This design comes from an exercise in tuning for small area on the open sky130 flow, not from production work.
Only simulation tests tie the RTL to the original design; equivalence was not proved.
The clock port is modelled as an ideal driver, which makes a skipped or thinned clock tree look cheaper than it is; a real chip needs a root buffer or a tree.

## main
==> module FPCVT, before the edit <==
module FPCVT(D, S, E, F);
    input wire [12:0] D;
    output wire S;
    output wire [2:0] E;
    output wire [4:0] F;
    assign S = D[12];
    wire [11:0] y = D[11:0] ^ {12{D[12]}};
    genvar g;
    wire s4 = ~|y[11:8];
    wire [11:3] z4 = {y[11:8] | ({4{s4}} & y[7:4]), s4 ? {y[3:0], S} : y[7:3]};
    wire s2 = s4 ? ~|y[7:6] : ~|y[11:10];
    wire [11:5] z2 = {z4[11:10] | ({2{s2}} & z4[9:8]), s2 ? z4[7:3] : z4[9:5]};
    wire s1 = ~z2[11];
    wire [11:6] n = {z2[11] | (s1 & z2[10]), s1 ? z2[9:5] : z2[10:6]};
    wire e2 = ~s4, e1 = ~s2, e0 = ~s1;
    wire ez = s4 & s2 & s1;
    wire [3:0] f = n[10:7];
    wire r = n[6];
    wire [5:0] st;
    assign st[0] = y[0];
    generate for (g = 1; g < 6; g = g + 1) begin : stk
        assign st[g] = st[g-1] & y[g];
    end endgenerate
    wire [7:0] sv = {st, 2'b11};
    wire [7:0] ss4 = e2 ? (sv >> 4) : sv;
    wire [7:0] ss2 = e1 ? (ss4 >> 2) : ss4;
    wire [7:0] ss1 = e0 ? (ss2 >> 1) : ss2;
    wire sk = ss1[0];
    wire f4 = ~ez | y[4];
    wire c = r | (S & sk);
    wire c1 = c & f[0];
    wire c2 = c1 & f[1];
    wire c3 = c2 & f[2];
    wire c4 = c3 & f[3];
    wire [3:0] fi = f ^ {c3, c2, c1, c};
    wire ovf = c4 & f4;
    wire sat = ovf & e2 & e1 & e0;
    wire [2:0] ev = {e2, e1, e0};
    assign E = sat ? 3'd7 : ev + ovf;
    assign F[4] = f4 | c4;
    assign F[3:0] = sat ? 4'hf : fi;
endmodule
Settings: LEC_CHECK=0, CAP_MARGIN=0, CORE_AREA=2.5 2.5 69.5 69.5, CTS_BUF_LIST=sky130_fd_sc_hd__clkbuf_4, DIE_AREA=0 0 72 72, GPL_TIMING_DRIVEN=0, PLACE_DENSITY=0.8, SLEW_MARGIN=0; clock period 10.0 ns.
standard.sh (not shown) runs the stock make flow with config.mk's settings and CLKGATE_MAP_FILE= SYNTH_SCRIPT=/design/flow/synth_recipe.tcl, a recipe that flattens the netlist after the stock synthesis.
==> flow/flow/run.sh <==
#!/bin/bash
# Own layout flow: the standard flow (standard.sh), with these changes.
#  1. Synthesis is ORFS's synthesis script unchanged except for the ABC script that maps the
#     combinational logic (flow/abc*.abc, area-oriented) and no adder cell mapping, so ABC sees
#     all the logic. Scripts named *_du.abc also keep the weakest four-input cells out of the
#     mapping. Each ABC script is tried; a result is kept only if its registers (names and
#     cell types) are those of the standard synthesis and it is proved equivalent to the
#     standard netlist (flow/eqcheck.tcl). The three smallest kept results, and the two smallest
#     of those without the weak cells, are placed (standard
#     flow up to repair_design after placement), and the one with the least cell area there,
#     which counts the buffers and resizing its nets need, is laid out. If none is kept, the
#     standard netlist is laid out.
#  2. Ports are buffered with sky130_fd_sc_hd__buf_1.
#  3. After CTS, the clock tree is replaced by a single buffer (flow/onebuf.tcl).
# Each tool's output goes to a log file in this folder.
set -uo pipefail
W=$PWD
F=$W/flow
R=$W/orfs/results/$FLOW_PLATFORM/fpcvt_top/base
REP=$W/orfs/reports/$FLOW_PLATFORM/fpcvt_top/base
LIB=$(ls $FLOW_HOME/platforms/$FLOW_PLATFORM/lib/sky130_fd_sc_hd__tt_025C_1v80.lib)
LAYOUT_ARGS=("BUFFER_PORTS_ARGS=-buffer_cell sky130_fd_sc_hd__buf_1" "POST_CTS_TCL=$F/onebuf.tcl")

# standard synthesis, the reference for registers and function
bash standard.sh synth > $W/synth_standard.log 2>&1 || exit 1
cp $R/1_2_yosys.v $W/std_1_2_yosys.v

regs() { grep -oE '^\s*sky130_fd_sc_hd__[a-z0-9]+_[0-9]+\s+\S+' "$1" | grep -E '__(df|ed|sd|se)' | sed -E 's/_[0-9]+\s+/ /; s/^\s+//' | sort; }
regs $W/std_1_2_yosys.v > $W/regs_std.txt

sed 's|^\(\s*\)log_cmd abc {\*}\$abc_args$|\1log_cmd abc -script $::area_abc_script {*}[lrange $abc_args 2 end]|' \
  $FLOW_HOME/scripts/synth.tcl > $W/synth_area.tcl
# the same, with the weakest four-input cells kept out of the mapping (scripts named *_du.abc)
sed 's|^\(\s*\)log_cmd abc {\*}\$abc_args$|\1log_cmd abc -script $::area_abc_script {*}[lrange $abc_args 2 end] -dont_use sky130_fd_sc_hd__nor4_1 -dont_use sky130_fd_sc_hd__nor4b_1 -dont_use sky130_fd_sc_hd__nand4_1 -dont_use sky130_fd_sc_hd__nand4b_1|' \
  $FLOW_HOME/scripts/synth.tcl > $W/synth_area_du.tcl
: > $W/synth_areas.txt
if grep -q 'area_abc_script' $W/synth_area.tcl && [[ -s $W/regs_std.txt ]]; then
  for a in $F/abc*.abc; do
    k=$(basename $a .abc)
    sa=$W/synth_area.tcl
    [[ $k == *_du ]] && sa=$W/synth_area_du.tcl
    sed "s|@AREA_ABC@|$a|; s|@SYNTH_AREA@|$sa|" $F/mysynth.tcl > $W/mysynth_$k.tcl
    sed "s|SYNTH_SCRIPT=[^ ]*|SYNTH_SCRIPT=$W/mysynth_$k.tcl|" standard.sh > $W/area_$k.sh
    rm -f $R/1_2_yosys.v $REP/synth_stat.txt
    bash $W/area_$k.sh ADDER_MAP_FILE= $R/1_2_yosys.v > $W/synth_$k.log 2>&1 || continue
    [[ -f $R/1_2_yosys.v && -f $REP/synth_stat.txt ]] || continue
    cp $R/1_2_yosys.v $W/${k}_1_2_yosys.v
    regs $W/${k}_1_2_yosys.v > $W/regs_$k.txt
    cmp -s $W/regs_std.txt $W/regs_$k.txt || continue
    EQ_LIB=$LIB EQ_A=$W/std_1_2_yosys.v EQ_B=$W/${k}_1_2_yosys.v EQ_TOP=$FLOW_TOP \
      timeout 600 yosys -c $F/eqcheck.tcl > $W/eqcheck_$k.log 2>&1 || continue
    area=$(grep -E "Chip area for (top )?module" $REP/synth_stat.txt | tail -1 | awk '{print $NF}')
    echo "$k $area" >> $W/synth_areas.txt
  done
fi
# the standard synthesis's files back in place, for the candidates' placements to start from
cp $W/std_1_2_yosys.v $R/1_2_yosys.v
touch -r $R/1_synth.odb $R/1_2_yosys.v

# place the three smallest candidates and the two smallest without the weak cells candidates
: > $W/placed_areas.txt
for k in $( (grep -v '_du ' $W/synth_areas.txt | sort -k2,2g -k1,1 | head -3; grep '_du ' $W/synth_areas.txt | sort -k2,2g -k1,1 | head -2) | awk '{print $1}'); do
  (
    C=$W/cand_$k
    CR=$C/results/$FLOW_PLATFORM/fpcvt_top/base
    mkdir -p $CR
    cp -p $R/* $CR/
    rm -f $CR/1_synth.odb $CR/1_synth.sdc
    cp $W/${k}_1_2_yosys.v $CR/1_2_yosys.v
    touch $CR/1_2_yosys.v
    sed "s|WORK_HOME=[^ ]*|WORK_HOME=$C|" standard.sh > $W/place_$k.sh
    bash $W/place_$k.sh "${LAYOUT_ARGS[@]}" $CR/3_4_place_resized.odb > $W/place_$k.log 2>&1 || exit 0
    a=$(AREA_ODB=$CR/3_4_place_resized.odb openroad -no_init -exit $F/area.tcl 2>&1 | awk '/^AREA/{print $2}')
    [[ -n "$a" ]] && echo "$k $a" >> $W/placed_areas.txt
  ) &
done
wait

best=$(sort -k2,2g -k1,1 $W/placed_areas.txt | head -1 | awk '{print $1}')
rm -f $R/1_synth.odb $R/1_synth.sdc
if [[ -n "$best" ]]; then
  echo "using $best" > $W/synth_choice.txt
  cp $W/${best}_1_2_yosys.v $R/1_2_yosys.v
else
  echo "using the standard netlist" > $W/synth_choice.txt
  cp $W/std_1_2_yosys.v $R/1_2_yosys.v
fi
touch $R/1_2_yosys.v
rm -rf $W/cand_*/results/*/*/*/*.odb

bash standard.sh "${LAYOUT_ARGS[@]}" finish > $W/layout.log 2>&1
Other scripts of this flow, unchanged in this note and not shown: flow/flow/abc1.abc, flow/flow/abc2.abc, flow/flow/abc3.abc, flow/flow/abc4.abc, flow/flow/abc5.abc, flow/flow/abc6.abc, flow/flow/abc7_du.abc, flow/flow/abc8_du.abc, flow/flow/abc9_du.abc, flow/flow/area.tcl, flow/flow/eqcheck.tcl, flow/flow/mysynth.tcl, flow/flow/onebuf.tcl
What the feature branch does differently from main at the input level:
--- a/flow/design.v
+++ b/flow/design.v
@@ -9,9 +9,9 @@
     genvar g;
     wire s4 = ~|y[11:8];
-    wire [11:3] z4 = {y[11:8] | ({4{s4}} & y[7:4]), s4 ? {y[3:0], S} : y[7:3]};
-    wire s2 = s4 ? ~|y[7:6] : ~|y[11:10];
-    wire [11:5] z2 = {z4[11:10] | ({2{s2}} & z4[9:8]), s2 ? z4[7:3] : z4[9:5]};
+    wire [11:3] z4 = s4 ? {y[7:0], 1'b0} : y[11:3];
+    wire s2 = ~|z4[11:10];
+    wire [11:5] z2 = s2 ? z4[9:3] : z4[11:5];
     wire s1 = ~z2[11];
-    wire [11:6] n = {z2[11] | (s1 & z2[10]), s1 ? z2[9:5] : z2[10:6]};
+    wire [11:6] n = s1 ? z2[10:5] : z2[11:6];
     wire e2 = ~s4, e1 = ~s2, e0 = ~s1;
     wire ez = s4 & s2 & s1;
@@ -28,17 +28,18 @@
     wire [7:0] ss1 = e0 ? (ss2 >> 1) : ss2;
     wire sk = ss1[0];
-    wire f4 = ~ez | y[4];
-    wire c = r | (S & sk);
-    wire c1 = c & f[0];
+    wire f4 = n[11];
+    wire c = ez ? S : (r | (S & sk));
+    wire top = e2 & e1 & e0 & (&f);
+    wire cc = c & ~top;
+    wire c1 = cc & f[0];
     wire c2 = c1 & f[1];
     wire c3 = c2 & f[2];
     wire c4 = c3 & f[3];
-    wire [3:0] fi = f ^ {c3, c2, c1, c};
+    wire [3:0] fi = f ^ {c3, c2, c1, cc};
     wire ovf = c4 & f4;
-    wire sat = ovf & e2 & e1 & e0;
     wire [2:0] ev = {e2, e1, e0};
-    assign E = sat ? 3'd7 : ev + ovf;
+    assign E = ev + ovf;
     assign F[4] = f4 | c4;
-    assign F[3:0] = sat ? 4'hf : fi;
+    assign F[3:0] = fi;
 endmodule
 `timescale 1ns / 1ps
Findings:
Re critical path depth: main was lower than the feature branch.
Hold slack: main vs the feature branch — no meaningful difference
When the feature branch is measured against main, its final critical path time including I/O delays and setup turns out 0.20 ns lower.
NOTE via count main->the feature branch increased by a few percent
Design area for the feature branch is lower than for main.
main has lower post-layout worst setup margin than the feature branch.

separate check: timing with driven ports:
In the flow no input, the clock included, has a driving cell. The finished layouts below were timed again as built, in two steps. Step 1, drivers: a clkbuf_16 drives clk and a buf_2 each remaining input, both assumed. Step 2 also shifts input and output timing later by t, the mid clock arrival at the registers, as if the neighbouring blocks saw the same clock. a / b / c = ideal ports / drivers / drivers and shift; a / b = the first two.
run | t, ns | slack for setup (ns) | slew at the worst register clock pin (ns) | worst slew at a driven data input, ns | pins driven straight from the clock port
main | 0.146 | 3.908 / 3.905 / 3.759 | 0.10 / 0.10 | 0.03 | 1
the feature branch | 0.151 | 4.108 / 4.105 / 3.954 | 0.10 / 0.10 | 0.04 | 1
After both steps every run listed still meets setup and hold. The setup slack of the feature branch, which loses most, moves by -0.003 ns with the drivers and by -0.154 ns with both steps.
